From an optimization exercise on the open Yosys and OpenROAD flow, aimed at small area and a short achievable clock period; shortcuts taken in it are not production practice.
Only simulation tests tie the RTL to the original design; equivalence was not proved.
Power and IR drop assume default switching activity.

==> flow/config.mk <==
export PLATFORM = sky130hd
export DESIGN_NAME = axis_Gauss_1x5
export DESIGN_NICKNAME = axis_Gauss_1x5
export VERILOG_FILES = /design/flow/design.v
export SDC_FILE = /design/flow/constraint.sdc
export NUM_CORES = 4
export LEC_CHECK = 0
export CAP_MARGIN = 20
export CORE_MARGIN = 2
export CORE_UTILIZATION = 40
export SETUP_SLACK_MARGIN = 4.3
export SLEW_MARGIN = 20
export SYNTH_HIERARCHICAL = 1
export SYNTH_MINIMUM_KEEP_SIZE = 0
==> flow/design.v <==
`timescale 1ns/1ns
module axis_Gauss_1x5 (
  input  logic       s_axis_aclk,
  input  logic       s_axis_arstn,
  input  logic [7:0] s_axis_tdata,
  input  logic       s_axis_tvalid,
  input  logic       s_axis_tlast,
  output logic [7:0] m_axis_tdata,
  output logic       m_axis_tvalid,
  output logic       m_axis_tlast
);
logic [7:0]  d1, d2, d3, d4;
logic        v1, v2, l1, l2;
logic [13:0] cnt;
logic [9:0] b;
always_ff @(posedge s_axis_aclk) begin
  d1 <= s_axis_tdata;
  d2 <= d1;
  d3 <= d2;
  d4 <= d3;
  v1 <= s_axis_tvalid;
  v2 <= v1;
  l1 <= s_axis_tlast;
  l2 <= l1;
  b <= bnext;
end
always_ff @(posedge s_axis_aclk) begin
  if (!s_axis_arstn || s_axis_tlast)
    cnt <= '0;
  else if (s_axis_tvalid)
    cnt <= cnt + 14'd1;
end
wire edge_pt = (cnt[13:1] == 13'd1);
wire [7:0] x0 = s_axis_tdata;
wire h1_s, h1_c;
gha h1 (.a(d1[0]), .b(d2[1]), .s(h1_s), .co(h1_c));
wire f2_s, f2_c;
gfa f2 (.a(d1[1]), .b(d2[2]), .c(h1_c), .s(f2_s), .co(f2_c));
wire f3_s, f3_c;
gfa f3 (.a(d1[2]), .b(d2[3]), .c(f2_c), .s(f3_s), .co(f3_c));
wire f4_s, f4_c;
gfa f4 (.a(d1[3]), .b(d2[4]), .c(x0[4]), .s(f4_s), .co(f4_c));
wire f5_s, f5_c;
gfa f5 (.a(d1[4]), .b(d2[5]), .c(x0[5]), .s(f5_s), .co(f5_c));
wire f6_s, f6_c;
gfa f6 (.a(d1[5]), .b(d2[6]), .c(x0[6]), .s(f6_s), .co(f6_c));
wire f7_s, f7_c;
gfa f7 (.a(d1[6]), .b(d2[7]), .c(x0[7]), .s(f7_s), .co(f7_c));
wire h8_s, h8_c;
gha h8 (.a(d2[0]), .b(x0[0]), .s(h8_s), .co(h8_c));
wire h9_s, h9_c;
gha h9 (.a(h1_s), .b(x0[1]), .s(h9_s), .co(h9_c));
wire h10_s, h10_c;
gha h10 (.a(f2_s), .b(x0[2]), .s(h10_s), .co(h10_c));
wire h11_s, h11_c;
gha h11 (.a(x0[3]), .b(f3_s), .s(h11_s), .co(h11_c));
wire h12_s, h12_c;
gha h12 (.a(f3_c), .b(f4_s), .s(h12_s), .co(h12_c));
wire h13_s, h13_c;
gha h13 (.a(f4_c), .b(f5_s), .s(h13_s), .co(h13_c));
wire h14_s, h14_c;
gha h14 (.a(f5_c), .b(f6_s), .s(h14_s), .co(h14_c));
wire h15_s, h15_c;
gha h15 (.a(f6_c), .b(f7_s), .s(h15_s), .co(h15_c));
wire h16_s, h16_c;
gha h16 (.a(d1[7]), .b(f7_c), .s(h16_s), .co(h16_c));
wire q17_x;
g_ao21 q17 (.a(h9_c), .b(h9_s), .c(h8_c), .x(q17_x));
wire q18_x;
g_and2 q18 (.a(h9_s), .b(h8_s), .x(q18_x));
wire q19_x;
g_ao21 q19 (.a(h11_c), .b(h11_s), .c(h10_c), .x(q19_x));
wire q20_x;
g_and2 q20 (.a(h11_s), .b(h10_s), .x(q20_x));
wire q21_x;
g_ao21 q21 (.a(h13_c), .b(h13_s), .c(h12_c), .x(q21_x));
wire q22_x;
g_and2 q22 (.a(h13_s), .b(h12_s), .x(q22_x));
wire q23_x;
g_ao21 q23 (.a(h15_c), .b(h15_s), .c(h14_c), .x(q23_x));
wire q24_x;
g_and2 q24 (.a(h15_s), .b(h14_s), .x(q24_x));
wire q25_x;
g_ao21 q25 (.a(h10_c), .b(h10_s), .c(q17_x), .x(q25_x));
wire q26_x;
g_and2 q26 (.a(h10_s), .b(q18_x), .x(q26_x));
wire q27_x;
g_ao21 q27 (.a(q19_x), .b(q20_x), .c(q17_x), .x(q27_x));
wire q28_x;
g_and2 q28 (.a(q20_x), .b(q18_x), .x(q28_x));
wire q29_x;
g_ao21 q29 (.a(h14_c), .b(h14_s), .c(q21_x), .x(q29_x));
wire q30_x;
g_and2 q30 (.a(h14_s), .b(q22_x), .x(q30_x));
wire q31_x;
g_ao21 q31 (.a(q23_x), .b(q24_x), .c(q21_x), .x(q31_x));
wire q32_x;
g_and2 q32 (.a(q24_x), .b(q22_x), .x(q32_x));
wire q33_x;
g_ao21 q33 (.a(h12_c), .b(h12_s), .c(q27_x), .x(q33_x));
wire q34_x;
g_and2 q34 (.a(h12_s), .b(q28_x), .x(q34_x));
wire q35_x;
g_ao21 q35 (.a(q21_x), .b(q22_x), .c(q27_x), .x(q35_x));
wire q36_x;
g_and2 q36 (.a(q22_x), .b(q28_x), .x(q36_x));
wire q37_x;
g_ao21 q37 (.a(q29_x), .b(q30_x), .c(q27_x), .x(q37_x));
wire q38_x;
g_and2 q38 (.a(q30_x), .b(q28_x), .x(q38_x));
wire q39_x;
g_ao21 q39 (.a(q31_x), .b(q32_x), .c(q27_x), .x(q39_x));
wire q40_x;
g_and2 q40 (.a(q32_x), .b(q28_x), .x(q40_x));
wire q41_x;
g_ao21 q41 (.a(h16_c), .b(h16_s), .c(q39_x), .x(q41_x));
wire q42_x;
g_and2 q42 (.a(h16_s), .b(q40_x), .x(q42_x));
wire q43_x;
g_xor2 q43 (.a(h9_s), .b(h8_c), .x(q43_x));
wire q44_x;
g_xor2 q44 (.a(h10_s), .b(q17_x), .x(q44_x));
wire q45_x;
g_xor2 q45 (.a(h11_s), .b(q25_x), .x(q45_x));
wire q46_x;
g_xor2 q46 (.a(h12_s), .b(q27_x), .x(q46_x));
wire q47_x;
g_xor2 q47 (.a(h13_s), .b(q33_x), .x(q47_x));
wire q48_x;
g_xor2 q48 (.a(h14_s), .b(q35_x), .x(q48_x));
wire q49_x;
g_xor2 q49 (.a(h15_s), .b(q37_x), .x(q49_x));
wire q50_x;
g_xor2 q50 (.a(h16_s), .b(q39_x), .x(q50_x));
wire q51_x;
g_xor2 q51 (.a(1'b0), .b(q41_x), .x(q51_x));
wire [9:0] bnext = {q51_x, q50_x, q49_x, q48_x, q47_x, q46_x, q45_x, q44_x, q43_x, h8_s};
wire h52_s, h52_c;
gha h52 (.a(d4[1]), .b(d2[0]), .s(h52_s), .co(h52_c));
wire f53_s, f53_c;
gfa f53 (.a(d4[2]), .b(d2[1]), .c(d2[0]), .s(f53_s), .co(f53_c));
wire i54 = ~d4[0];
wire f55_s, f55_c;
gfa f55 (.a(i54), .b(h52_c), .c(f53_s), .s(f55_s), .co(f55_c));
wire h56_s, h56_c;
gha h56 (.a(x0[2]), .b(f55_s), .s(h56_s), .co(h56_c));
wire i57 = ~d2[2];
wire f58_s, f58_c;
gfa f58 (.a(d4[3]), .b(d4[1]), .c(i57), .s(f58_s), .co(f58_c));
wire i59 = ~f58_s;
wire f60_s, f60_c;
gfa f60 (.a(d2[1]), .b(f53_c), .c(i59), .s(f60_s), .co(f60_c));
wire f61_s, f61_c;
gfa f61 (.a(f55_c), .b(x0[3]), .c(f60_s), .s(f61_s), .co(f61_c));
wire h62_s, h62_c;
gha h62 (.a(h56_c), .b(f61_s), .s(h62_s), .co(h62_c));
wire f63_s, f63_c;
gfa f63 (.a(b[0]), .b(d4[4]), .c(d2[3]), .s(f63_s), .co(f63_c));
wire i64 = ~d4[2];
wire f65_s, f65_c;
gfa f65 (.a(i64), .b(d2[2]), .c(d4[3]), .s(f65_s), .co(f65_c));
wire i66 = ~f58_c;
wire f67_s, f67_c;
gfa f67 (.a(i66), .b(f63_s), .c(f65_s), .s(f67_s), .co(f67_c));
wire f68_s, f68_c;
gfa f68 (.a(x0[4]), .b(f60_c), .c(f67_s), .s(f68_s), .co(f68_c));
wire i69 = ~x0[2];
wire f70_s, f70_c;
gfa f70 (.a(i69), .b(f61_c), .c(f68_s), .s(f70_s), .co(f70_c));
wire f71_s, f71_c;
gfa f71 (.a(b[1]), .b(d4[3]), .c(b[0]), .s(f71_s), .co(f71_c));
wire f72_s, f72_c;
gfa f72 (.a(d4[5]), .b(d4[0]), .c(d2[4]), .s(f72_s), .co(f72_c));
wire f73_s, f73_c;
gfa f73 (.a(d2[3]), .b(f63_c), .c(f65_c), .s(f73_s), .co(f73_c));
wire i74 = ~f71_s;
wire f75_s, f75_c;
gfa f75 (.a(i74), .b(f72_s), .c(x0[5]), .s(f75_s), .co(f75_c));
wire f76_s, f76_c;
gfa f76 (.a(x0[0]), .b(f73_s), .c(f67_c), .s(f76_s), .co(f76_c));
wire i77 = ~x0[3];
wire f78_s, f78_c;
gfa f78 (.a(i77), .b(f75_s), .c(f68_c), .s(f78_s), .co(f78_c));
wire h79_s, h79_c;
gha h79 (.a(f76_s), .b(f70_c), .s(h79_s), .co(h79_c));
wire f80_s, f80_c;
gfa f80 (.a(d4[6]), .b(d4[1]), .c(d2[5]), .s(f80_s), .co(f80_c));
wire i81 = ~d2[4];
wire f82_s, f82_c;
gfa f82 (.a(b[2]), .b(d4[4]), .c(i81), .s(f82_s), .co(f82_c));
wire i83 = ~f71_c;
wire f84_s, f84_c;
gfa f84 (.a(i83), .b(f72_c), .c(f80_s), .s(f84_s), .co(f84_c));
wire i85 = ~f82_s;
wire f86_s, f86_c;
gfa f86 (.a(i85), .b(f73_c), .c(x0[6]), .s(f86_s), .co(f86_c));
wire i87 = ~x0[4];
wire f88_s, f88_c;
gfa f88 (.a(i87), .b(x0[1]), .c(f84_s), .s(f88_s), .co(f88_c));
wire f89_s, f89_c;
gfa f89 (.a(f75_c), .b(f76_c), .c(f86_s), .s(f89_s), .co(f89_c));
wire f90_s, f90_c;
gfa f90 (.a(f88_s), .b(f78_c), .c(f89_s), .s(f90_s), .co(f90_c));
wire f91_s, f91_c;
gfa f91 (.a(d4[7]), .b(d4[2]), .c(d2[6]), .s(f91_s), .co(f91_c));
wire i92 = ~d2[5];
wire f93_s, f93_c;
gfa f93 (.a(b[3]), .b(d4[5]), .c(i92), .s(f93_s), .co(f93_c));
wire i94 = ~f82_c;
wire f95_s, f95_c;
gfa f95 (.a(f80_c), .b(i94), .c(f91_s), .s(f95_s), .co(f95_c));
wire i96 = ~f93_s;
wire f97_s, f97_c;
gfa f97 (.a(i96), .b(f84_c), .c(x0[7]), .s(f97_s), .co(f97_c));
wire i98 = ~x0[5];
wire f99_s, f99_c;
gfa f99 (.a(i98), .b(x0[2]), .c(f95_s), .s(f99_s), .co(f99_c));
wire f100_s, f100_c;
gfa f100 (.a(f86_c), .b(f88_c), .c(f97_s), .s(f100_s), .co(f100_c));
wire f101_s, f101_c;
gfa f101 (.a(f99_s), .b(f89_c), .c(f100_s), .s(f101_s), .co(f101_c));
wire f102_s, f102_c;
gfa f102 (.a(b[0]), .b(d4[3]), .c(d2[7]), .s(f102_s), .co(f102_c));
wire i103 = ~d2[6];
wire f104_s, f104_c;
gfa f104 (.a(b[4]), .b(d4[6]), .c(i103), .s(f104_s), .co(f104_c));
wire i105 = ~f93_c;
wire f106_s, f106_c;
gfa f106 (.a(f91_c), .b(i105), .c(f102_s), .s(f106_s), .co(f106_c));
wire i107 = ~f95_c;
wire f108_s, f108_c;
gfa f108 (.a(f104_s), .b(i107), .c(x0[6]), .s(f108_s), .co(f108_c));
wire f109_s, f109_c;
gfa f109 (.a(x0[3]), .b(f106_s), .c(f97_c), .s(f109_s), .co(f109_c));
wire i110 = ~f108_s;
wire f111_s, f111_c;
gfa f111 (.a(f99_c), .b(i110), .c(f100_c), .s(f111_s), .co(f111_c));
wire h112_s, h112_c;
gha h112 (.a(f109_s), .b(f101_c), .s(h112_s), .co(h112_c));
wire f113_s, f113_c;
gfa f113 (.a(b[1]), .b(d4[4]), .c(d2[7]), .s(f113_s), .co(f113_c));
wire i114 = ~f102_c;
wire f115_s, f115_c;
gfa f115 (.a(b[5]), .b(d4[7]), .c(i114), .s(f115_s), .co(f115_c));
wire i116 = ~f104_c;
wire f117_s, f117_c;
gfa f117 (.a(i116), .b(f113_s), .c(f106_c), .s(f117_s), .co(f117_c));
wire f118_s, f118_c;
gfa f118 (.a(x0[7]), .b(i87), .c(f115_s), .s(f118_s), .co(f118_c));
wire i119 = ~f117_s;
wire f120_s, f120_c;
gfa f120 (.a(f108_c), .b(i119), .c(f118_s), .s(f120_s), .co(f120_c));
wire i121 = ~f120_s;
wire f122_s, f122_c;
gfa f122 (.a(f109_c), .b(i121), .c(f111_c), .s(f122_s), .co(f122_c));
wire i123 = ~b[6];
wire f124_s, f124_c;
gfa f124 (.a(i123), .b(b[2]), .c(d4[5]), .s(f124_s), .co(f124_c));
wire i125 = ~f115_c;
wire f126_s, f126_c;
gfa f126 (.a(f113_c), .b(f124_s), .c(i125), .s(f126_s), .co(f126_c));
wire i127 = ~f118_c;
wire f128_s, f128_c;
gfa f128 (.a(x0[5]), .b(f117_c), .c(i127), .s(f128_s), .co(f128_c));
wire i129 = ~f120_c;
wire f130_s, f130_c;
gfa f130 (.a(f126_s), .b(i129), .c(f128_s), .s(f130_s), .co(f130_c));
wire f131_s, f131_c;
gfa f131 (.a(b[7]), .b(b[3]), .c(d4[6]), .s(f131_s), .co(f131_c));
wire f132_s, f132_c;
gfa f132 (.a(f124_c), .b(f131_s), .c(x0[6]), .s(f132_s), .co(f132_c));
wire f133_s, f133_c;
gfa f133 (.a(f126_c), .b(f132_s), .c(f128_c), .s(f133_s), .co(f133_c));
wire f134_s, f134_c;
gfa f134 (.a(b[8]), .b(b[4]), .c(d4[7]), .s(f134_s), .co(f134_c));
wire i135 = ~b[7];
wire f136_s, f136_c;
gfa f136 (.a(i135), .b(f131_c), .c(f134_s), .s(f136_s), .co(f136_c));
wire f137_s, f137_c;
gfa f137 (.a(x0[7]), .b(f136_s), .c(f132_c), .s(f137_s), .co(f137_c));
wire i138 = ~b[8];
wire f139_s, f139_c;
gfa f139 (.a(b[9]), .b(b[5]), .c(i138), .s(f139_s), .co(f139_c));
wire f140_s, f140_c;
gfa f140 (.a(f134_c), .b(f139_s), .c(f136_c), .s(f140_s), .co(f140_c));
wire i141 = ~b[9];
wire f142_s, f142_c;
gfa f142 (.a(b[6]), .b(i141), .c(f139_c), .s(f142_s), .co(f142_c));
wire i143 = ~x0[0];
wire i144 = ~x0[1];
wire h145_s, h145_c;
gha h145 (.a(d4[0]), .b(x0[0]), .s(h145_s), .co(h145_c));
wire h146_s, h146_c;
gha h146 (.a(h52_s), .b(x0[1]), .s(h146_s), .co(h146_c));
wire h147_s, h147_c;
gha h147 (.a(i143), .b(h56_s), .s(h147_s), .co(h147_c));
wire h148_s, h148_c;
gha h148 (.a(i144), .b(h62_s), .s(h148_s), .co(h148_c));
wire h149_s, h149_c;
gha h149 (.a(h62_c), .b(f70_s), .s(h149_s), .co(h149_c));
wire h150_s, h150_c;
gha h150 (.a(f78_s), .b(h79_s), .s(h150_s), .co(h150_c));
wire h151_s, h151_c;
gha h151 (.a(h79_c), .b(f90_s), .s(h151_s), .co(h151_c));
wire q152_x;
g_ao21 q152 (.a(h146_c), .b(h146_s), .c(h145_c), .x(q152_x));
wire q153_x;
g_and2 q153 (.a(h146_s), .b(h145_s), .x(q153_x));
wire q154_x;
g_ao21 q154 (.a(h148_c), .b(h148_s), .c(h147_c), .x(q154_x));
wire q155_x;
g_and2 q155 (.a(h148_s), .b(h147_s), .x(q155_x));
wire q156_x;
g_ao21 q156 (.a(h150_c), .b(h150_s), .c(h149_c), .x(q156_x));
wire q157_x;
g_and2 q157 (.a(h150_s), .b(h149_s), .x(q157_x));
wire q158_x;
g_ao21 q158 (.a(h147_c), .b(h147_s), .c(q152_x), .x(q158_x));
wire q159_x;
g_and2 q159 (.a(h147_s), .b(q153_x), .x(q159_x));
wire q160_x;
g_ao21 q160 (.a(q154_x), .b(q155_x), .c(q152_x), .x(q160_x));
wire q161_x;
g_and2 q161 (.a(q155_x), .b(q153_x), .x(q161_x));
wire q162_x;
g_ao21 q162 (.a(h151_c), .b(h151_s), .c(q156_x), .x(q162_x));
wire q163_x;
g_and2 q163 (.a(h151_s), .b(q157_x), .x(q163_x));
wire q164_x;
g_ao21 q164 (.a(h149_c), .b(h149_s), .c(q160_x), .x(q164_x));
wire q165_x;
g_and2 q165 (.a(h149_s), .b(q161_x), .x(q165_x));
wire q166_x;
g_ao21 q166 (.a(q156_x), .b(q157_x), .c(q160_x), .x(q166_x));
wire q167_x;
g_and2 q167 (.a(q157_x), .b(q161_x), .x(q167_x));
wire q168_x;
g_ao21 q168 (.a(q162_x), .b(q163_x), .c(q160_x), .x(q168_x));
wire q169_x;
g_and2 q169 (.a(q163_x), .b(q161_x), .x(q169_x));
wire q170_x;
g_ao21 q170 (.a(h146_c), .b(h146_s), .c(h145_c), .x(q170_x));
wire q171_x;
g_ao21 q171 (.a(h147_c), .b(h147_s), .c(q170_x), .x(q171_x));
wire q172_x;
g_ao21 q172 (.a(h148_c), .b(h148_s), .c(q171_x), .x(q172_x));
wire q173_x;
g_ao21 q173 (.a(h149_c), .b(h149_s), .c(q172_x), .x(q173_x));
wire q174_x;
g_ao21 q174 (.a(h150_c), .b(h150_s), .c(q173_x), .x(q174_x));
wire q175_x;
g_ao21 q175 (.a(h151_c), .b(h151_s), .c(q174_x), .x(q175_x));
wire h176_s, h176_c;
gha h176 (.a(f140_s), .b(f137_c), .s(h176_s), .co(h176_c));
wire h177_s, h177_c;
gha h177 (.a(f142_s), .b(f140_c), .s(h177_s), .co(h177_c));
wire h178_s, h178_c;
gha h178 (.a(i135), .b(f142_c), .s(h178_s), .co(h178_c));
wire h179_s, h179_c;
gha h179 (.a(i138), .b(b[7]), .s(h179_s), .co(h179_c));
wire h180_s, h180_c;
gha h180 (.a(i141), .b(b[8]), .s(h180_s), .co(h180_c));
wire q181_x;
g_ao21 q181 (.a(h177_c), .b(h177_s), .c(h176_c), .x(q181_x));
wire q182_x;
g_and2 q182 (.a(h177_s), .b(h176_s), .x(q182_x));
wire q183_x;
g_ao21 q183 (.a(h179_c), .b(h179_s), .c(h178_c), .x(q183_x));
wire q184_x;
g_and2 q184 (.a(h179_s), .b(h178_s), .x(q184_x));
wire q185_x;
g_ao21 q185 (.a(h178_c), .b(h178_s), .c(q181_x), .x(q185_x));
wire q186_x;
g_and2 q186 (.a(h178_s), .b(q182_x), .x(q186_x));
wire q187_x;
g_ao21 q187 (.a(q183_x), .b(q184_x), .c(q181_x), .x(q187_x));
wire q188_x;
g_and2 q188 (.a(q184_x), .b(q182_x), .x(q188_x));
wire q189_x;
g_ao21 q189 (.a(h180_c), .b(h180_s), .c(q187_x), .x(q189_x));
wire q190_x;
g_and2 q190 (.a(h180_s), .b(q188_x), .x(q190_x));
wire q191_x;
g_xor2 q191 (.a(h177_s), .b(h176_c), .x(q191_x));
wire q192_x;
g_xor2 q192 (.a(h178_s), .b(q181_x), .x(q192_x));
wire q193_x;
g_xor2 q193 (.a(h179_s), .b(q185_x), .x(q193_x));
wire q194_x;
g_xor2 q194 (.a(h180_s), .b(q187_x), .x(q194_x));
wire h195_s, h195_c;
gha h195 (.a(f90_c), .b(f101_s), .s(h195_s), .co(h195_c));
wire h196_s, h196_c;
gha h196 (.a(f111_s), .b(h112_s), .s(h196_s), .co(h196_c));
wire h197_s, h197_c;
gha h197 (.a(h112_c), .b(f122_s), .s(h197_s), .co(h197_c));
wire h198_s, h198_c;
gha h198 (.a(f130_s), .b(f122_c), .s(h198_s), .co(h198_c));
wire h199_s, h199_c;
gha h199 (.a(f130_c), .b(f133_s), .s(h199_s), .co(h199_c));
wire h200_s, h200_c;
gha h200 (.a(f137_s), .b(f133_c), .s(h200_s), .co(h200_c));
wire [10:0] ua = {q194_x, q193_x, q192_x, q191_x, h176_s, h200_s, h199_s, h198_s, h197_s, h196_s, h195_s};
wire [10:0] ub = {1'b0, 1'b0, 1'b0, 1'b0, 1'b0, h200_c, h199_c, h198_c, h197_c, h196_c, h195_c};
wire uc = q175_x;
logic [10:0] oa, ob;
logic oc;
always_ff @(posedge s_axis_aclk) begin
  oa <= edge_pt ? {d2, 3'd0} : ua;
  ob <= edge_pt ? 11'd0 : ub;
  oc <= ~edge_pt & uc;
  m_axis_tvalid <= v2;
  m_axis_tlast  <= l2 & ~edge_pt;
end
assign m_axis_tdata = {oa[10] ^ (1'b0 | oa[9] & 1'b0 | oa[9] & oa[8] & 1'b0 | oa[9] & oa[8] & oa[7] & 1'b0 | oa[9] & oa[8] & oa[7] & oa[6] & ob[5] | oa[9] & oa[8] & oa[7] & oa[6] & oa[5] & ob[4] | oa[9] & oa[8] & oa[7] & oa[6] & oa[5] & oa[4] & ob[3] | oa[9] & oa[8] & oa[7] & oa[6] & oa[5] & oa[4] & oa[3] & ob[2] | oa[9] & oa[8] & oa[7] & oa[6] & oa[5] & oa[4] & oa[3] & oa[2] & ob[1] | oa[9] & oa[8] & oa[7] & oa[6] & oa[5] & oa[4] & oa[3] & oa[2] & oa[1] & ob[0] | oa[9] & oa[8] & oa[7] & oa[6] & oa[5] & oa[4] & oa[3] & oa[2] & oa[1] & oa[0] & oc), oa[9] ^ (1'b0 | oa[8] & 1'b0 | oa[8] & oa[7] & 1'b0 | oa[8] & oa[7] & oa[6] & ob[5] | oa[8] & oa[7] & oa[6] & oa[5] & ob[4] | oa[8] & oa[7] & oa[6] & oa[5] & oa[4] & ob[3] | oa[8] & oa[7] & oa[6] & oa[5] & oa[4] & oa[3] & ob[2] | oa[8] & oa[7] & oa[6] & oa[5] & oa[4] & oa[3] & oa[2] & ob[1] | oa[8] & oa[7] & oa[6] & oa[5] & oa[4] & oa[3] & oa[2] & oa[1] & ob[0] | oa[8] & oa[7] & oa[6] & oa[5] & oa[4] & oa[3] & oa[2] & oa[1] & oa[0] & oc), oa[8] ^ (1'b0 | oa[7] & 1'b0 | oa[7] & oa[6] & ob[5] | oa[7] & oa[6] & oa[5] & ob[4] | oa[7] & oa[6] & oa[5] & oa[4] & ob[3] | oa[7] & oa[6] & oa[5] & oa[4] & oa[3] & ob[2] | oa[7] & oa[6] & oa[5] & oa[4] & oa[3] & oa[2] & ob[1] | oa[7] & oa[6] & oa[5] & oa[4] & oa[3] & oa[2] & oa[1] & ob[0] | oa[7] & oa[6] & oa[5] & oa[4] & oa[3] & oa[2] & oa[1] & oa[0] & oc), oa[7] ^ (1'b0 | oa[6] & ob[5] | oa[6] & oa[5] & ob[4] | oa[6] & oa[5] & oa[4] & ob[3] | oa[6] & oa[5] & oa[4] & oa[3] & ob[2] | oa[6] & oa[5] & oa[4] & oa[3] & oa[2] & ob[1] | oa[6] & oa[5] & oa[4] & oa[3] & oa[2] & oa[1] & ob[0] | oa[6] & oa[5] & oa[4] & oa[3] & oa[2] & oa[1] & oa[0] & oc), oa[6] ^ (ob[5] | oa[5] & ob[4] | oa[5] & oa[4] & ob[3] | oa[5] & oa[4] & oa[3] & ob[2] | oa[5] & oa[4] & oa[3] & oa[2] & ob[1] | oa[5] & oa[4] & oa[3] & oa[2] & oa[1] & ob[0] | oa[5] & oa[4] & oa[3] & oa[2] & oa[1] & oa[0] & oc), oa[5] ^ (ob[4] | oa[4] & ob[3] | oa[4] & oa[3] & ob[2] | oa[4] & oa[3] & oa[2] & ob[1] | oa[4] & oa[3] & oa[2] & oa[1] & ob[0] | oa[4] & oa[3] & oa[2] & oa[1] & oa[0] & oc), oa[4] ^ (ob[3] | oa[3] & ob[2] | oa[3] & oa[2] & ob[1] | oa[3] & oa[2] & oa[1] & ob[0] | oa[3] & oa[2] & oa[1] & oa[0] & oc), oa[3] ^ (ob[2] | oa[2] & ob[1] | oa[2] & oa[1] & ob[0] | oa[2] & oa[1] & oa[0] & oc)};
endmodule
module g_maj3 (
  input  logic a,
  input  logic b,
  input  logic c,
  output logic x
);
assign x = (a & b) | (a & c) | (b & c);
endmodule
module g_or2 (
  input  logic a,
  input  logic b,
  output logic x
);
assign x = a | b;
endmodule
module g_and2 (
  input  logic a,
  input  logic b,
  output logic x
);
assign x = a & b;
endmodule
module g_xor2 (
  input  logic a,
  input  logic b,
  output logic x
);
assign x = a ^ b;
endmodule
module g_ao21 (
  input  logic a,
  input  logic b,
  input  logic c,
  output logic x
);
assign x = a | (b & c);
endmodule
module gha (
  input  logic a,
  input  logic b,
  output logic s,
  output logic co
);
assign s  = a ^ b;
assign co = a & b;
endmodule
module gfa (
  input  logic a,
  input  logic b,
  input  logic c,
  output logic s,
  output logic co
);
assign s  = a ^ b ^ c;
assign co = (a & b) | (a & c) | (b & c);
endmodule
==> flow/constraint.sdc <==
create_clock -name core_clock -period 8.0 [get_ports {s_axis_aclk}]
set_input_delay 1.6000 -clock core_clock [delete_from_list [all_inputs] [get_ports {s_axis_aclk}]]
set_output_delay 1.6000 -clock core_clock [all_outputs]
set_load 0.01 [all_outputs]
==> flow/standard.sh <==
#!/bin/bash
# synth_recipe.tcl (not shown) runs the flow's synth.tcl, then flattens the netlist and writes it again
# the make line also repeats each setting of config.mk as NAME=value (left out here)
make -C /OpenROAD-flow-scripts/flow DESIGN_CONFIG=/design/flow/config.mk WORK_HOME=/design/flow/orfs CLKGATE_MAP_FILE= SYNTH_SCRIPT=/design/flow/synth_recipe.tcl "${@:-finish}"
==> flow/flow/run.sh <==
#!/bin/bash
# Layout flow: the standard flow, with plain buffers on the ports and a clock
# tree without dummy loads.
export BUFFER_PORTS_ARGS="-buffer_cell sky130_fd_sc_hd__buf_2"
export CTS_ARGS="-repair_clock_nets -dont_use_dummy_load -buf_list sky130_fd_sc_hd__clkbuf_8"
bash standard.sh > standard.log 2>&1
==> notes.md, run 1 <==
Run status:
- The flow ran to the end and the layout has no timing, DRC or antenna violations.

Placed design:
- After legalization and detailed placement, the total HPWL measured 6.03 mm.
- The number of buffers inserted by port buffering is 21.
- The worst setup slack before clock tree synthesis is 3.99 ns.
- The last weighted congestion value of the routability-driven placer is 0.798.
- The number of placed cells counting well taps is 515.

Floorplanning:
- In this run the vertical extent of the chip is 109 um.
- The floorplan step defined a die boundary enclosing 11800 um2.
- The die width is 109 um.
- The count of pins on the block boundary is 22.
- The effective utilization at floorplan is 0.408.
- The number of core rows is 38.
- In this run the standard cell core region covers 10700 um2.

Critical path:
- For this run, the slowest stage of the critical path takes 0.46 ns.
- The endpoint of the most critical setup path is oa[3].
- The worst setup path is captured at a register.
- In this run the worst path has a maximum fanout of 5.
- The worst flop-to-flop path endpoint is oa[3].
- The cell count of the worst reg-to-reg path is 9.
- The critical path starts at s_axis_tdata[7].
- In this run the critical register-to-register path is launched from d4[2].
- The type of origin of the critical path is an input port.
- Data arrives at the worst endpoint at 3.87 ns.
- Setup slack on the worst reg-to-reg path comes out at 4.42 ns.
- The slowest cell on the critical path is fa_1.
- The signal on the critical path passes through buf_2 > fa_1 > fa_2 > fa_2 > fa_1 > ha_1 > mux2_2.
- The worst setup path is of the in2reg kind.
- At the worst endpoint, the required time is 8.24 ns.

Timing:
- The number of endpoints failing setup at the final stage is 0.
- Setup slack on the critical path of the routed design comes to 4.37 ns.
- Based on the critical path, the design can be clocked at up to 275 MHz.
- The part of the cycle the worst path needs is 0.454.
- The total negative setup slack is 0 ns.
- Setup repair after global routing left no endpoint under its margin.
- The final hold violation count is 0.
- The post-layout minimum cycle time is 3.63 ns.
- Measured against its own limit, the worst slew margin works out to 0.655.
- Clock skew on the completed layout was measured at 0.0334 ns.
- At the pin with the least slew margin, the transition time is 0.518 ns.
- The number of max-slew violations in the final report is 0.

Clocking:
- The deepest level of the CTS H-tree is 3.
- The clock slew at the register clock pins of the worst setup and hold paths is 0.07 ns.
- The hold-fix buffer count after cts is 0.
- The clock passes through at most 2 buffers.
- The CTS sink count is 80.
- The tree is rooted in a clkbuf_8.
- The TritonCTS clock tree is done.
- At the later pin of the worst-skew pair, clock insertion delay measures 0.37 ns.
- The number of clock buffers inserted by TritonCTS is 9.

Layout:
- The share of post-route cells with drive strength above 1 is 0.122.
- After the last flow step, the layout net total stands at 493.
- The antenna cell count is 0.
- The library cell used most frequently in the layout, excluding fill and tap cells, is dfxtp_1.
- The non-filler instance count after layout is 524.
- In the layout the commonest cells are dfxtp_1, fa_1, inv_1, ha_1, a21o_1.
- The area growth from synthesis to layout is 8.96%.

Synthesis:
- The post-synthesis cell type count is 32.
- Dividing the synthesized area by the synthesized cell count gives 12.2 um2.
- The summed instance area of the synthesized netlist is 4380 um2.
- For this run, the leading register cell type out of synthesis is dfxtp_1.
- The share of the Yosys chip area taken by registers is 0.365.
- The cell count after synthesis is 358.
- Yosys printed 7 warnings.
- After synthesis, the share of flip-flops with an asynchronous set or reset is 0.
- The number of enable-type register cells in the synthesized netlist is 0.
- After synthesis the netlist holds a flip-flop and latch count of 80.
- The net count after synthesis is 465.

Routing:
- The total routed wirelength is 7.31 mm.
- The routed layout has 2445 vias.
- After detailed routing, the number of vias per cell comes to 4.67.
- The first detailed-routing pass took 4 iterations.
- The total DRC errors in the routed layout is 0.
- After detailed routing, the average wire length per cell comes to 14.0 um.
- In this run the remaining antenna-violating nets after routing total 0.
- The number of violations reported at the end of detailed-routing iteration 0 is 72.

Min path:
- The launch instance of the worst min-delay path is d3[0].
- The class of the tightest hold or removal check is reg2reg.
- The number of cells on the worst hold path is 0.

GRT:
- Entering global routing, the biggest net connects 24 pins.
- The global-route usage over all layers is 0.148.
- The leftover overflow at the end of global routing is 0.
- The wire length of the first global-routing pass is 12.9 mm.
- The number of antenna violations at the first check in global routing is 0.
- The number of global-route vias before repair is 2748.

Power and ir drop:
- Summed over all nets, the switching power comes to 0.000699 W.
- IR analysis of the VDD net gives a maximum drop of 0.149 mV.
- Of the total power, combinational logic draws 0.582.
- For this design the ratio of total power to cell area is 393 nW/um2.
- The internal power of the cells totals 0.00118 W.
- The overall power consumption is 0.00188 W.
- The leakage power is 2.20 nW.
- Of the total power, the share spent switching nets is 0.373.
- The share of total power dissipated in sequential elements is 0.297.
- The clock power share is 0.120.

Run:
- The count of max-cap constraint violations is 0.
==> Yosys stat by module, one instance, submodules excluded <==
module          copies in the design  area (um2)  flops+latches
g_ao21                            23        7.51              0
gfa                               61        20.0              0
g_xor2                            13        8.76              0
g_and2                             6        6.26              0
axis_Gauss_1x5                     1        2430             80
gha                               33        12.5              0
==> worst max-delay path, delay by kind of cell <==
family                     cells  cell delay (ns)
adders and majority gates      5             1.81
muxes                          1             0.26
buffers and inverters          1             0.19
==> final cells by class <==
cell class / instances / area [um2]
flip-flops and latches: 80 / 1610
well taps: 140 / 175
inverters: 35 / 131
multi-input cells: 239 / 2640
fillers: 1025 / 5970
clock buffers: 9 / 124
repair buffers: 21 / 105
==> cell families after synthesis <==
family / share of synthesized area
buffers and inverters: 0.0354
and+or+nand+nor: 0.0845
DFF: 0.365
muxes: 0.0134
other: 0.000855
adders and majority gates: 0.376
AOI/OAI and AO/OA: 0.0571
xor gates and xnor gates: 0.0679
==> routing by layer <==
metal | track usage | vias up | part of all wire
met5 | 0 | - | 0
met2 | 0.250 | 33 | 0.49
met3 | 0.0383 | 19 | 0.031
met4 | 0.0668 | 0 | 0.028
li1 | - | 1199 | -
met1 | 0.176 | 1194 | 0.45
==> repair_timing <==
action,CTS,global route
buffers inserted,0,0
endpoints found under the setup margin,0,3
resized for setup,0,5
==> power groups by stage <==
stage	logic (W)	clock network, W	registers (W)
2_1_floorplan	0.000868	0	0.000553
3_3_place_gp	0.00108	0	0.000568
3_5_place_dp	0.00110	0	0.000570
4_1_cts	0.00112	0.000233	0.000561
5_1_grt	0.00132	0.000250	0.000570
6_report	0.00109	0.000226	0.000558
==> worst min path at each step <==
stage | slack, ns | to
3_3_place_gp | 0.31 | d4[0]
4_1_cts | 0.33 | d4[5]
3_5_place_dp | 0.31 | d4[0]
5_1_grt | 0.33 | d4[6]
2_1_floorplan | 0.31 | d4[0]
6_report | 0.33 | d4[0]
==> cells in the mapped netlist (2+ instances only) <==
cell / count / area share
o21a_1: 2 / 0.0034
xnor2_1: 11 / 0.022
a21oi_1: 3 / 0.0034
mux2_2: 3 / 0.0077
and2_1: 17 / 0.024
inv_1: 35 / 0.030
o21ai_0: 5 / 0.0057
nor3_1: 2 / 0.0023
clkbuf_1: 2 / 0.0017
nand3_1: 8 / 0.0091
fa_1: 61 / 0.28
dfxtp_1: 80 / 0.37
ha_1: 34 / 0.097
nor2_1: 17 / 0.015
xor2_1: 23 / 0.046
nand4_1: 4 / 0.0057
a21o_1: 26 / 0.045
nand2_1: 11 / 0.0094
==> state kept, by name, indices dropped and copies added, names as in the netlist <==
| signal | cells |
|---|---|
| l2 | 1 |
| oa | 11 |
| d3 | 8 |
| d1 | 8 |
| oc | 1 |
| d4 | 8 |
| cnt | 14 |
| d2 | 8 |
| ob | 6 |
| m_axis_tlast | 1 |
| v1 | 1 |
| b | 10 |
| l1 | 1 |
| v2 | 1 |
| m_axis_tvalid | 1 |
==> stage by stage <==
stage          utilization  hold slack (ns)  area [um2]
2_1_floorplan            -            0.310        4390
3_3_place_gp         0.433            0.310        4650
3_5_place_dp         0.433            0.312        4650
4_1_cts              0.444            0.326        4770
5_1_grt              0.445            0.335        4780
6_report             0.445            0.325        4780
==> inputs of run 2 (changes only) <==
==> flow/flow/run.sh (replaced) <==
#!/bin/bash
# Layout flow: the standard flow, with plain buffers on the ports and a clock
# tree without dummy loads.
export BUFFER_PORTS_ARGS="-buffer_cell sky130_fd_sc_hd__buf_2"
export CTS_ARGS="-sink_clustering_enable -sink_clustering_size 40 -sink_clustering_levels 1 -repair_clock_nets -dont_use_dummy_load -buf_list sky130_fd_sc_hd__clkbuf_8"
bash standard.sh > standard.log 2>&1
==> run 2 against run 1 <==
Against the previous run: still clean on timing, DRC and antenna; synthesized area did not move; maximum frequency unchanged; wire length unchanged; combinational power barely moved; die area did not move; critical path type unchanged.
==> notes.md, run 2 <==
Layout:
- Leaving out fill and tap cells, the most frequent cell in the layout is dfxtp_1.
- The register with the most flip-flops in the final layout is cnt.
- The antenna cell count is 0 (unchanged).
- The largest registers in the layout are cnt x14, oa x11, b x10.
- Leaving out fill and tap cells, the most frequent cells in the layout are dfxtp_1, fa_1, inv_1, ha_1, a21o_1.
- The share of post-route cells with drive strength above 1 is 0.122 (unchanged).
- The number of nets in the finished design is 493 (unchanged).
- The non-filler instance count after layout is 524 (unchanged).
- The area added between synthesis and finish is 8.96% (unchanged).
- The number of flip-flops in the largest register is 14 (unchanged).
- The final design area excluding fillers is 4780 um2 (unchanged).

Routing:
- The via-per-instance ratio is 4.67 (unchanged).
- The via count of the routed design was 2445 (unchanged).
- The total routed wirelength was 7.31 mm (unchanged).
- The number of violations reported at the end of detailed-routing iteration 0 came to 72 (unchanged).
- The detailed-routing iteration count for the pre-antenna-repair pass is 4 (unchanged).
- The routed wirelength normalized by instance count is 14.0 um (unchanged).
- The total DRC errors in the routed layout came to 0 (unchanged).
- The number of routed nets with antenna violations is 0 (unchanged).

Clocking:
- The cell at the root of the clock tree is clkbuf_8.
- The number of clock buffers inserted by TritonCTS is 9 (unchanged).
- The deepest level of the CTS H-tree came to 3 (unchanged).
- TritonCTS built the clock tree.
- The clock latency reported for the late side of the worst-skew pair is 0.37 ns (about the same).
- The clock tree buffer depth is 2 (unchanged).
- The CTS sink count was 80 (unchanged).
- The clock slew at the register clock pins of the worst setup and hold paths was 0.07 ns (about the same).

Run:
- The count of max-cap constraint violations is 0 (unchanged).

Synthesis:
- The synthesized design spends more area on one cell type than any other, namely dfxtp_1.
- The synthesized area per cell was 12.2 um2 (unchanged).
- The number of enable-type register cells in the synthesized netlist is 0 (unchanged).
- The cell count after synthesis came to 358 (unchanged).
- Yosys instantiated no cell more often than dfxtp_1.
- The post-synthesis cell type count is 32 (unchanged).
- The net count after synthesis is 465 (unchanged).
- The sequential area share after synthesis is 0.365 (unchanged).
- In the post-synthesis netlist, the biggest area contributors are dfxtp_1, fa_1, ha_1.
- The most used flip-flop cell after synthesis is dfxtp_1.
- The number of synthesis warnings was 7 (unchanged).
- The post-synthesis register bit count was 80 (unchanged).
- The summed instance area of the synthesized netlist is 4380 um2 (unchanged).
- The fraction of synthesis flops using an asynchronous set or reset pin is 0 (unchanged).
- Ranked by instance count, the synthesized netlist is headed by dfxtp_1, fa_1, inv_1.
- The share of Yosys cell area claimed by the top area cell type is 0.365 (unchanged).

Critical path:
- In this run the critical register-to-register path is captured at oa[3].
- The slowest stage of the critical path belongs to the cell fa_1.
- The category of the most critical setup path is in2reg.
- The critical path required time came to 8.24 ns (about the same).
- The type of origin of the critical path is an input port.
- The number of buffers and inverters on the critical path is 1 (unchanged).
- The maximum fanout along the worst path is 5 (unchanged).
- Tracing the worst setup path back leads to its startpoint at s_axis_tdata[7].
- Walking the worst path, the cells encountered are buf_2 > fa_1 > fa_2 > fa_2 > fa_1 > ha_1 > mux2_2.
- STA classifies the critical path endpoint as a register.
- The largest stage delay on the critical path is 0.46 ns (about the same).
- The critical path arrival is 3.87 ns (about the same).
- The kind of cell adding the most delay to the critical path is adder cells.
- The cell count of the worst reg-to-reg path is 9 (unchanged).
- The startpoint identified for the worst register-to-register timing path is d4[2].
- The flop-to-flop setup slack is 4.42 ns (about the same).

Power and ir drop:
- The power density relative to cell area came to 393 nW/um2 (unchanged).
- The maximum resistive drop on vdd was 0.149 mV (unchanged).
- The leakage power was 2.20 nW (unchanged).

Min path:
- The end of the worst hold path is d4[0].
- The startpoint identified for the worst hold timing path is d3[0].
- The class of the tightest hold or removal check is reg2reg.
- The number of cells on the worst hold path is 0 (unchanged).

GRT:
- The leftover overflow at the end of global routing came to 0 (unchanged).
- The largest net degree at the start of global routing is 24 (unchanged).
- The global-route usage over all layers came to 0.148 (unchanged).
- The wire length of the first global-routing pass was 12.9 mm (unchanged).
- The number of global-route vias before repair is 2748 (unchanged).
- The number of antenna violations at the first check in global routing is 0 (unchanged).

Timing:
- The setup skew after layout came to 0.0334 ns (unchanged).
- The achievable frequency is 275 MHz (unchanged).
- The post-layout minimum cycle time is 3.63 ns (unchanged).
- The setup slack of the critical path after layout came to 4.37 ns (unchanged).
- The number of max-slew violations in the final report came to 0 (unchanged).
- The final hold violation count was 0 (unchanged).
- The relative slew slack is 0.655 (unchanged).
- The minimum hold slack was 0.325 ns (unchanged).
- Setup repair after global routing left no endpoint under its margin.
- The part of the cycle the worst path needs is 0.454 (unchanged).
- The total negative setup slack is 0 ns (unchanged).
- The measured slew at the worst slew-check pin is 0.518 ns (unchanged).
- The number of endpoints failing setup at the final stage was 0 (unchanged).

Placed design:
- The placed instance area is 4650 um2 (unchanged).
- The number of placed cells counting well taps was 515 (unchanged).
- The worst setup slack before clock tree synthesis is 3.99 ns (unchanged).
- The last weighted congestion value of the routability-driven placer came to 0.798 (unchanged).
- The number of buffers inserted by port buffering is 21 (unchanged).
- The detailed placer's ending HPWL came to 6.03 mm (unchanged).

Floorplanning:
- The count of pins on the block boundary is 22 (unchanged).
- The floorplan die area came to 11800 um2 (unchanged).
- The number of core rows is 38 (unchanged).
- The die width is 109 um (unchanged).
- The die extent in y came to 109 um (unchanged).
- The core box area was 10700 um2 (unchanged).
- The effective utilization at floorplan is 0.408 (unchanged).

Run status:
- The flow ran to the end and the layout has no timing, DRC or antenna violations.
-- run 2: modules after synthesis (local to each module, per instance) --
module          area [um2]  copies in the design
g_ao21                7.51                    23
gha                   12.5                    33
gfa                   20.0                    61
g_and2                6.26                     6
g_xor2                8.76                    13
axis_Gauss_1x5        2430                     1
-- run 2: worst register-to-register path, cell delays in order, from the launching register on --
cell and delay (ns):
dfxtp_2 0.40, inv_1 0.08, fa_1 0.44, fa_1 0.42
fa_1 0.45, fa_2 0.41, fa_2 0.34, fa_1 0.37
ha_1 0.28, mux2_2 0.26
-- run 2: where the power goes --
part | total, W | leakage, nW | switching [W] | internal (W)
clock network | 0.000226 | 0.0647 | 0.000125 | 0.000101
logic | 0.00109 | 1.47 | 0.000515 | 0.000578
registers | 0.000558 | 0.669 | 0.0000592 | 0.000499
-- run 2: through the flow --
stage,total power [W],util
4_1_cts,0.00191,0.444
3_5_place_dp,0.00167,0.433
5_1_grt,0.00214,0.445
2_1_floorplan,0.00142,-
6_report,0.00188,0.445
3_3_place_gp,0.00165,0.433
-- run 2: kinds of logic after synthesis --
kind of cell               count (synthesis)  synth area share
adders and majority gates                 95             0.376
DFF                                       80             0.365
and+or+nand+nor                           68            0.0845
buffers and inverters                     39            0.0354
AOI/OAI and AO/OA                         36            0.0571
xor gates and xnor gates                  34            0.0679
muxes                                      5            0.0134
other                                      1          0.000855
-- run 2: area by class of cell --
cell class	instances	area (um2)
fill	1025	5970
multi-input combinational	239	2640
sequential	80	1610
inverter	35	131
timing repair buffer	21	105
clock buffer	9	124
tap	140	175
-- run 2: how the worst max path moves through the flow --
| stage | to | slack (ns) | depth (start not counted) |
|---|---|---|---|
| 2_1_floorplan | oa[3] | 4.28 | 6 |
| 3_3_place_gp | oa[3] | 4.01 | 8 |
| 3_5_place_dp | oa[3] | 3.99 | 8 |
| 4_1_cts | oa[3] | 4.34 | 9 |
| 5_1_grt | oa[3] | 4.31 | 7 |
| 6_report | oa[3] | 4.37 | 7 |
-- run 2: repair_timing --
item | 4_1_cts | 5_1_grt
buffers inserted | 0 | 0
hold buffers | 0 | 0
setup endpoints to repair | 0 | 3
gates resized for setup | 0 | 5
-- run 2: layer usage --
metal / up-vias / GRT usage / part of all wire
li1: 1199 / - / -
met1: 1194 / 0.176 / 0.45
met2: 33 / 0.250 / 0.49
met3: 19 / 0.0383 / 0.031
met4: 0 / 0.0668 / 0.028
met5: - / 0 / 0
==> inputs of run 3 (changes only) <==
==> flow/flow/run.sh (replaced) <==
#!/bin/bash
# Layout flow: the standard flow, with plain buffers on the ports and a clock
# tree of small buffers without dummy loads.
export BUFFER_PORTS_ARGS="-buffer_cell sky130_fd_sc_hd__buf_2"
export CTS_ARGS="-sink_clustering_enable -repair_clock_nets -dont_use_dummy_load -buf_list \"sky130_fd_sc_hd__clkbuf_4 sky130_fd_sc_hd__clkbuf_8\""
bash standard.sh > standard.log 2>&1
--- a/flow/config.mk
+++ b/flow/config.mk
@@ -9,5 +9,5 @@
 export CORE_MARGIN = 2
 export CORE_UTILIZATION = 40
-export SETUP_SLACK_MARGIN = 4.3
+export SETUP_SLACK_MARGIN = 4.2
 export SLEW_MARGIN = 20
 export SYNTH_HIERARCHICAL = 1
==> run 3 against run 2 <==
Against the previous run: final cell count stayed put; first-iteration DRC count is 5.6% higher; critical path depth is 1 higher; core utilization is 0.070 points lower; sequential cell count stayed put; highest routed layer unchanged; largest power group unchanged.
==> notes.md, run 3 <==
Run status:
- The flow ran to the end and the layout has no timing, DRC or antenna violations.

GRT:
- The global-route usage over all layers is 0.145 (-0.00300).
- The number of global-route vias before repair is 2712 (-1.3%).
- The number of antenna violations at the first check in global routing was 0 (unchanged).
- The wire length of the first global-routing pass came to 12.5 mm (-3.3%).
- The leftover overflow at the end of global routing is 0 (unchanged).
- The largest net degree at the start of global routing is 24 (unchanged).

Synthesis:
- Ranked by total cell area, the synthesized netlist is headed by dfxtp_1, fa_1, ha_1.
- The post-synthesis mux area share is 0.0134 (unchanged).
- The sequential area share after synthesis is 0.365 (unchanged).
- The synthesized design spends more area on one cell type than any other, namely dfxtp_1.
- The cell count after synthesis is 358 (unchanged).
- The post-synthesis cell type count is 32 (unchanged).
- The parity-gate share of the synthesized area counting xor and xnor cells was 0.0679 (unchanged).
- The number of synthesis warnings was 7 (unchanged).
- In the synthesized netlist, the cells that appear most often are dfxtp_1, fa_1, inv_1.
- The fraction of synthesis flops using an asynchronous set or reset pin came to 0 (unchanged).
- The largest family of logic cells by synthesized area is adder cells.
- The share of Yosys cell area claimed by the top area cell type came to 0.365 (unchanged).
- The post-synthesis register bit count is 80 (unchanged).
- The synthesized area per cell came to 12.2 um2 (unchanged).
- The summed instance area of the synthesized netlist is 4380 um2 (unchanged).
- The adder and majority cell fraction of the synthesized area is 0.376 (unchanged).
- The number of enable-type register cells in the synthesized netlist is 0 (unchanged).
- The net count after synthesis is 465 (unchanged).
- The post-synthesis share of cell area spent on and, or, nand and nor gates is 0.0845 (unchanged).
- The main flop type after synthesis is dfxtp_1.
- In the post-synthesis netlist, the cell with the most instances is dfxtp_1.
- The share of the synthesized area in compound gates (AO/OA/AOI/OAI) is 0.0571 (unchanged).

Routing:
- The number of violations reported at the end of detailed-routing iteration 0 is 76 (+5.6%).
- The total routed wirelength is 7.25 mm (-0.89%).
- The routed wirelength normalized by instance count is 13.8 um (-0.89%).
- The via count of the routed design came to 2430 (-0.61%).
- The total DRC errors in the routed layout is 0 (unchanged).
- The number of routed nets with antenna violations came to 0 (unchanged).
- The detailed-routing iteration count for the pre-antenna-repair pass is 4 (unchanged).
- The via-per-instance ratio is 4.64 (-0.61%).

Timing:
- The setup slack of the critical path after layout is 4.29 ns (-0.0793 ns).
- The final hold violation count is 0 (unchanged).
- Setup repair after global routing left no endpoint under its margin.
- The setup skew after layout came to 0.0212 ns (-0.0121 ns).
- The part of the cycle the worst path needs came to 0.464 (+0.00992).
- The post-layout minimum cycle time came to 3.71 ns (+0.0793 ns).
- The relative slew slack was 0.641 (-0.0132).
- The number of max-slew violations in the final report is 0 (unchanged).
- The total negative setup slack came to 0 ns (unchanged).
- The measured slew at the worst slew-check pin is 0.537 ns (+0.0185 ns).
- The achievable frequency is 269 MHz (-2.1%).
- The number of endpoints failing setup at the final stage is 0 (unchanged).

Min path:
- In this run the most critical hold path is launched from d3[0].
- The worst hold path terminates at d4[0].
- The min-delay analysis places its worst path in the category reg2reg.
- The number of cells on the worst hold path is 0 (unchanged).

Critical path:
- The flop-to-flop setup slack is 4.30 ns (-0.12 ns).
- The slowest stage of the critical path is the fa_1 cell.
- The worst flop-to-flop path endpoint is oa[3].
- The cell count of the worst reg-to-reg path is 9 (unchanged).
- Traced cell by cell, the critical path runs through buf_2 > inv_1 > fa_2 > fa_1 > fa_2 > fa_1 > ha_1 > mux2_2.
- The worst setup path is captured at a register.
- The category of the most critical setup path is in2reg.
- The critical path arrival is 3.95 ns (+0.08 ns).
- The maximum fanout along the worst path is 4 (-1).
- The largest stage delay on the critical path is 0.43 ns (-0.03 ns).
- The critical path required time is 8.24 ns (about the same).
- The worst register-to-register path begins at d4[2].
- STA classifies the critical path startpoint as an input port.

Layout:
- The number of flip-flops in the largest register is 14 (unchanged).
- The antenna cell count is 0 (unchanged).
- Compared with the post-synthesis result, the final layout area differs by 8.79%.
- The number of nets in the finished design came to 493 (unchanged).
- In the layout the commonest cells are dfxtp_1, fa_1, inv_1.
- The register ranked first by flip-flop count is cnt.
- Leaving out fill and tap cells, the most frequent cell in the layout is dfxtp_1.
- The largest registers in the layout are cnt x14, oa x11, b x10.
- The share of post-route cells with drive strength above 1 is 0.107 (-0.0156).

Floorplanning:
- The count of pins on the block boundary is 22 (unchanged).
- The effective utilization at floorplan is 0.408 (unchanged).
- The core box area came to 10700 um2 (unchanged).
- The number of core rows is 38 (unchanged).
- The die extent in y is 109 um (unchanged).
- The floorplan die area is 11800 um2 (unchanged).
- The die width is 109 um (unchanged).

Clocking:
- The hold-fix buffer count after cts was 0 (unchanged).
- The post-cts gate resize count was 0 (unchanged).
- The deepest level of the CTS H-tree came to 3 (unchanged).
- The number of clock buffers inserted by TritonCTS came to 9 (unchanged).
- The clock slew at the register clock pins of the worst setup and hold paths was 0.06 ns (about the same).
- The clock tree buffer depth is 2 (unchanged).
- The CTS sink count came to 80 (unchanged).
- TritonCTS built the clock tree.
- The number of buffers added for setup after CTS was 0 (unchanged).
- The clock latency reported for the late side of the worst-skew pair is 0.36 ns (about the same).
- The cell at the root of the clock tree is clkbuf_8.

Placed design:
- The last weighted congestion value of the routability-driven placer is 0.795 (-0.39%).
- The detailed placer's ending HPWL is 5.96 mm (-1.1%).
- The number of buffers inserted by port buffering is 21 (unchanged).
- The worst setup slack before clock tree synthesis is 3.91 ns (-0.0869 ns).

Run:
- The count of max-cap constraint violations is 0 (unchanged).

Power and ir drop:
- The leakage power came to 2.21 nW (about the same).
- The power density relative to cell area is 393 nW/um2 (about the same).
- The maximum resistive drop on vdd is 0.189 mV (+27%).
[run 3: where the power goes]
group | switching, W | internal [W]
clock | 0.000124 | 0.000100
sequential | 0.0000595 | 0.000499
combinational | 0.000514 | 0.000576
[run 3: worst max-delay path: cells and delay by family]
kind	cells	cell delay, ns
adder cells (fa/ha/maj)	5	1.83
buffers and inverters	2	0.27
multiplexers	1	0.26
[run 3: worst max path at each step]
stage / start / end / slack [ns] / depth (start not counted)
after floorplan: s_axis_tdata[4] / oa[3] / 4.21 / 7
after global placement: s_axis_tdata[4] / oa[3] / 3.92 / 8
after CTS: s_axis_tdata[4] / oa[3] / 4.28 / 8
final: s_axis_tdata[4] / oa[3] / 4.29 / 8
after global routing: d4[2] / oa[3] / 4.20 / 9
after detailed placement: s_axis_tdata[4] / oa[3] / 3.91 / 8
[run 3: modules after synthesis, one instance, submodules excluded]
module / cell area (um2) / times used / cells inside / flip-flops and latches
g_ao21: 7.51 / 23 / 1 / 0
g_xor2: 8.76 / 13 / 1 / 0
g_and2: 6.26 / 6 / 1 / 0
gha: 12.5 / 33 / 1 / 0
gfa: 20.0 / 61 / 1 / 0
axis_Gauss_1x5: 2430 / 1 / 222 / 80
[run 3: final cells by class]
type                            instances  area [um2]
Inverter                               35         131
Sequential cell                        80        1600
Multi-Input combinational cell        239        2630
Clock buffer                            9         124
Fill cell                            1022        5980
Tap cell                              140         175
Timing Repair Buffer                   21         105
[run 3: cell families after synthesis]
kind of cell	Yosys count
compound gates	36
flops	80
xor+xnor	34
fa+ha+maj	95
mux	5
simple gates	68
other cells	1
buf+inv	39
[run 3: per-stage QoR]
step                power [W]  std cells   util  hold slack (ns)  area [um2]
detailed placement    0.00167        515  0.432            0.312        4650
floorplan             0.00142        358      -            0.310        4390
global route          0.00213        524  0.444            0.331        4770
CTS                   0.00192        524  0.444            0.323        4770
global placement      0.00165        515  0.432            0.310        4650
finish                0.00187        524  0.444            0.326        4770
[run 3: routing by layer]
layer / vias to the layer above / share of wire / wire length (um) / track usage
li1: 1196 / - / - / -
met1: 1193 / 0.44 / 3170 / 0.162
met2: 28 / 0.51 / 3690 / 0.256
met3: 13 / 0.028 / 206 / 0.0406
met4: 0 / 0.025 / 178 / 0.0623
met5: - / 0 / 0 / 0
==> inputs of run 4 (changes only) <==
--- a/flow/config.mk
+++ b/flow/config.mk
@@ -9,5 +9,5 @@
 export CORE_MARGIN = 2
 export CORE_UTILIZATION = 40
-export SETUP_SLACK_MARGIN = 4.2
+export SETUP_SLACK_MARGIN = 4.6
 export SLEW_MARGIN = 20
 export SYNTH_HIERARCHICAL = 1
==> run 4 against run 3 <==
Against the previous run: synthesized area unchanged; final cell count increased by 0.57%; sequential share of layout area decreased by 0.82 points; global-route usage increased by 0.25 points; core utilization increased by 1.6 points; worst setup slack improved by 0.18 ns; register-to-register slack improved by 0.24 ns; via count decreased by 0.66%; largest cell class unchanged.
==> notes.md, run 4 <==
Routing:
- The total DRC errors in the routed layout came to 0 (unchanged).
- The via-per-instance ratio is 4.58 (-1.2%).
- The routed wirelength normalized by instance count is 14.1 um (+1.8%).
- The total routed wirelength came to 7.42 mm (+2.4%).
- The number of violations reported at the end of detailed-routing iteration 0 was 75 (-1.3%).
- The via count of the routed design is 2414 (-0.66%).
- The detailed-routing iteration count for the pre-antenna-repair pass is 4 (unchanged).
- The number of routed nets with antenna violations is 0 (unchanged).

Synthesis:
- The post-synthesis register bit count is 80 (unchanged).
- The cell count after synthesis was 358 (unchanged).
- The fraction of synthesis flops using an asynchronous set or reset pin is 0 (unchanged).
- The sequential area share after synthesis is 0.365 (unchanged).
- Sorting the synthesized cells by how often they occur yields dfxtp_1, fa_1, inv_1.
- The parity-gate share of the synthesized area counting xor and xnor cells was 0.0679 (unchanged).
- The largest area contributor in the netlist is dfxtp_1.
- The synthesized area per cell was 12.2 um2 (unchanged).
- The number of enable-type register cells in the synthesized netlist is 0 (unchanged).
- The summed instance area of the synthesized netlist is 4380 um2 (unchanged).
- The share of Yosys cell area claimed by the top area cell type is 0.365 (unchanged).
- The share of the synthesized area in compound gates (AO/OA/AOI/OAI) is 0.0571 (unchanged).
- The net count after synthesis is 465 (unchanged).
- The post-synthesis mux area share came to 0.0134 (unchanged).
- The adder and majority cell fraction of the synthesized area is 0.376 (unchanged).
- The post-synthesis cell type count is 32 (unchanged).
- By area, the combinational part of the netlist is dominated by adder cells.
- By area the synthesized netlist is led by dfxtp_1, fa_1, ha_1.
- The number of synthesis warnings was 7 (unchanged).
- The main flop type after synthesis is dfxtp_1.
- The post-synthesis share of cell area spent on and, or, nand and nor gates is 0.0845 (unchanged).
- In the post-synthesis netlist, the cell with the most instances is dfxtp_1.

Placed design:
- The detailed placer's ending HPWL came to 6.04 mm (+1.4%).
- The last weighted congestion value of the routability-driven placer was 0.799 (+0.44%).
- The number of buffers inserted by port buffering is 21 (unchanged).
- The placed instance area is 4700 um2 (+1.3%).

Timing:
- Setup repair after global routing could not meet its margin everywhere.
- The achievable frequency was 283 MHz (+5.0%).
- The final hold violation count came to 0 (unchanged).
- The setup skew after layout came to 0.0244 ns (+0.00313 ns).
- The part of the cycle the worst path needs came to 0.442 (-0.0220).
- The measured slew at the worst slew-check pin came to 0.525 ns (-0.0114 ns).
- The post-layout minimum cycle time was 3.54 ns (-0.176 ns).
- The relative slew slack came to 0.649 (+0.00759).
- The total negative setup slack is 0 ns (unchanged).
- The number of endpoints failing setup at the final stage is 0 (unchanged).
- The number of max-slew violations in the final report is 0 (unchanged).

Run status:
- The run finished with no timing, DRC or antenna violations.

GRT:
- The leftover overflow at the end of global routing was 0 (unchanged).
- The global-route usage over all layers was 0.147 (+0.00249).
- The number of antenna violations at the first check in global routing is 0 (unchanged).
- The largest net degree at the start of global routing is 24 (unchanged).
- The wire length of the first global-routing pass is 12.7 mm (+1.5%).
- The number of global-route vias before repair came to 2618 (-3.5%).

Clocking:
- The TritonCTS clock tree is done.
- CTS placed an instance of clkbuf_8 at the clock tree root.
- The clock slew at the register clock pins of the worst setup and hold paths is 0.08 ns (+0.02 ns).
- The CTS sink count is 80 (unchanged).
- The number of clock buffers inserted by TritonCTS is 9 (unchanged).
- The hold-fix buffer count after cts was 0 (unchanged).
- The clock tree buffer depth came to 2 (unchanged).
- The deepest level of the CTS H-tree is 3 (unchanged).
- The clock latency reported for the late side of the worst-skew pair is 0.35 ns (about the same).

Critical path:
- The worst setup path is launched from an input port.
- The maximum fanout along the worst path is 4 (unchanged).
- STA classifies the critical path endpoint as a register.
- The critical path arrival is 3.78 ns (-0.17 ns).
- The critical path required time was 8.25 ns (about the same).
- The category of the most critical setup path is in2reg.

Floorplanning:
- The die width came to 109 um (unchanged).
- The number of core rows is 38 (unchanged).
- The effective utilization at floorplan is 0.408 (unchanged).
- The core box area is 10700 um2 (unchanged).
- The die extent in y is 109 um (unchanged).
- The count of pins on the block boundary is 22 (unchanged).
- The floorplan die area is 11800 um2 (unchanged).

Layout:
- The antenna cell count came to 0 (unchanged).
- Relative to the synthesized area, the layout overhead comes to 12.7%.
- The final design area excluding fillers is 4940 um2 (+3.6%).
- The number of nets in the finished design was 496 (+0.61%).
- The register ranked first by flip-flop count is cnt.
- The most frequent standard cell in the layout excluding fill and tap cells is dfxtp_1.
- The number of flip-flops in the largest register is 14 (unchanged).
- In the final layout, the registers with the most flip-flops are cnt x14, oa x11, b x10.
- Leaving out fill and tap cells, the most frequent cells in the layout are dfxtp_1, fa_1, inv_1.
- The share of post-route cells with drive strength above 1 is 0.194 (+0.0870).

Power and ir drop:
- The maximum resistive drop on vdd was 0.164 mV (-13%).
- The power density relative to cell area is 401 nW/um2 (+2.1%).
- The leakage power came to 2.23 nW (+1.1%).

Min path:
- The min-delay analysis places its worst path in the category reg2reg.

Run:
- The count of max-cap constraint violations came to 0 (unchanged).
run 4: changes by cell type in the layout (fill, tap and decap cells not counted), sizes merged:
cell  delta
buf      +3
run 4: timing repair:
item,in CTS,in global routing
setup buffers,3,0
gates resized for setup,22,12
endpoints found under the setup margin,8,14
pin swaps,4,2
run 4: per-module statistics from Yosys, one instance, submodules excluded:
module,times used,cells,cell area [um2],flip-flops and latches
axis_Gauss_1x5,1,222,2430,80
g_ao21,23,1,7.51,0
g_and2,6,1,6.26,0
g_xor2,13,1,8.76,0
gfa,61,1,20.0,0
gha,33,1,12.5,0
run 4: layer usage:
layer | vias up | routed length [um] | GRT usage
li1 | 1201 | - | -
met1 | 1171 | 3380 | 0.175
met2 | 26 | 3590 | 0.243
met3 | 16 | 211 | 0.0436
met4 | 0 | 242 | 0.0714
met5 | - | 0 | 0
run 4: power breakdown:
group | total, W | leakage, nW | switching, W | internal, W
Sequential | 0.000560 | 0.670 | 0.0000608 | 0.000499
Clock | 0.000227 | 0.0647 | 0.000126 | 0.000100
Combinational | 0.00120 | 1.50 | 0.000551 | 0.000645
run 4: layout make-up:
| class | count | area, um2 |
|---|---|---|
| flip-flops and latches | 80 | 1620 |
| fillers | 1013 | 5800 |
| inverters | 35 | 144 |
| repair buffers | 24 | 161 |
| multi-input cells | 239 | 2720 |
| well taps | 140 | 175 |
| clock buffers | 9 | 124 |
run 4: worst paths after layout:
path                    from    end  slack, ns  cells after the start
min reg2reg            d3[1]  d4[1]       0.33                      0
max          s_axis_tdata[4]  oa[3]       4.46                      8
max reg2reg            d4[6]  oa[3]       4.54                      8
min                    d3[1]  d4[1]       0.33                      0
run 4: metrics by stage:
step / hold slack (ns) / power (W) / instances / util / setup WS (ns)
5_1_grt: 0.335 / 0.00226 / 527 / 0.460 / 4.43
6_report: 0.327 / 0.00198 / 527 / 0.460 / 4.46
4_1_cts: 0.327 / 0.00201 / 527 / 0.457 / 4.49
3_3_place_gp: 0.310 / 0.00172 / 515 / 0.438 / 4.01
3_5_place_dp: 0.312 / 0.00175 / 515 / 0.438 / 3.98
2_1_floorplan: 0.310 / 0.00149 / 358 / - / 4.28
run 4: cells by family after synthesis:
kind of cell,Yosys count
simple gates,68
buf+inv,39
flops,80
mux,5
xor+xnor,34
compound gates,36
other cells,1
fa+ha+maj,95
run 4: critical path: stages:
cell	delay (ns)
buf_8	0.12
inv_12	0.04
fa_2	0.38
fa_2	0.37
fa_2	0.35
fa_1	0.37
ha_1	0.27
mux2_2	0.26

==> separate check: timing with driven ports <==
The flow's constraints put no driver on any port. The routed layouts listed below were extracted and timed again, unchanged, in two steps. Step 1 assumes that a clkbuf_16 drives the clock port and a buf_2 every other input. Step 2 moves the port delays by t, midway between the first and last clock arrival at a register: inputs arrive t later, outputs are due t later. That takes back most of the time a late clock gives input paths. Three values: ideal ports, drivers, drivers and shift; two values: the first two.
run | t (ns) | setup WS [ns] | latest minus earliest clock arrival (ns) | worst data-port slew with drivers (ns)
run 1 | 0.383 | 4.366 / 4.380 / 3.997 | 0.034 / 0.034 | 0.03
run 2 | 0.383 | 4.366 / 4.380 / 3.997 | 0.034 / 0.034 | 0.03
run 3 | 0.384 | 4.287 / 4.296 / 3.913 | 0.025 / 0.025 | 0.03
run 4 | 0.375 | 4.462 / 4.446 / 4.071 | 0.025 / 0.024 | 0.06
After both steps setup and hold are still met in every run listed. The setup slack of run 4, which loses most, moves by -0.016 ns with the drivers and by -0.391 ns with both steps.
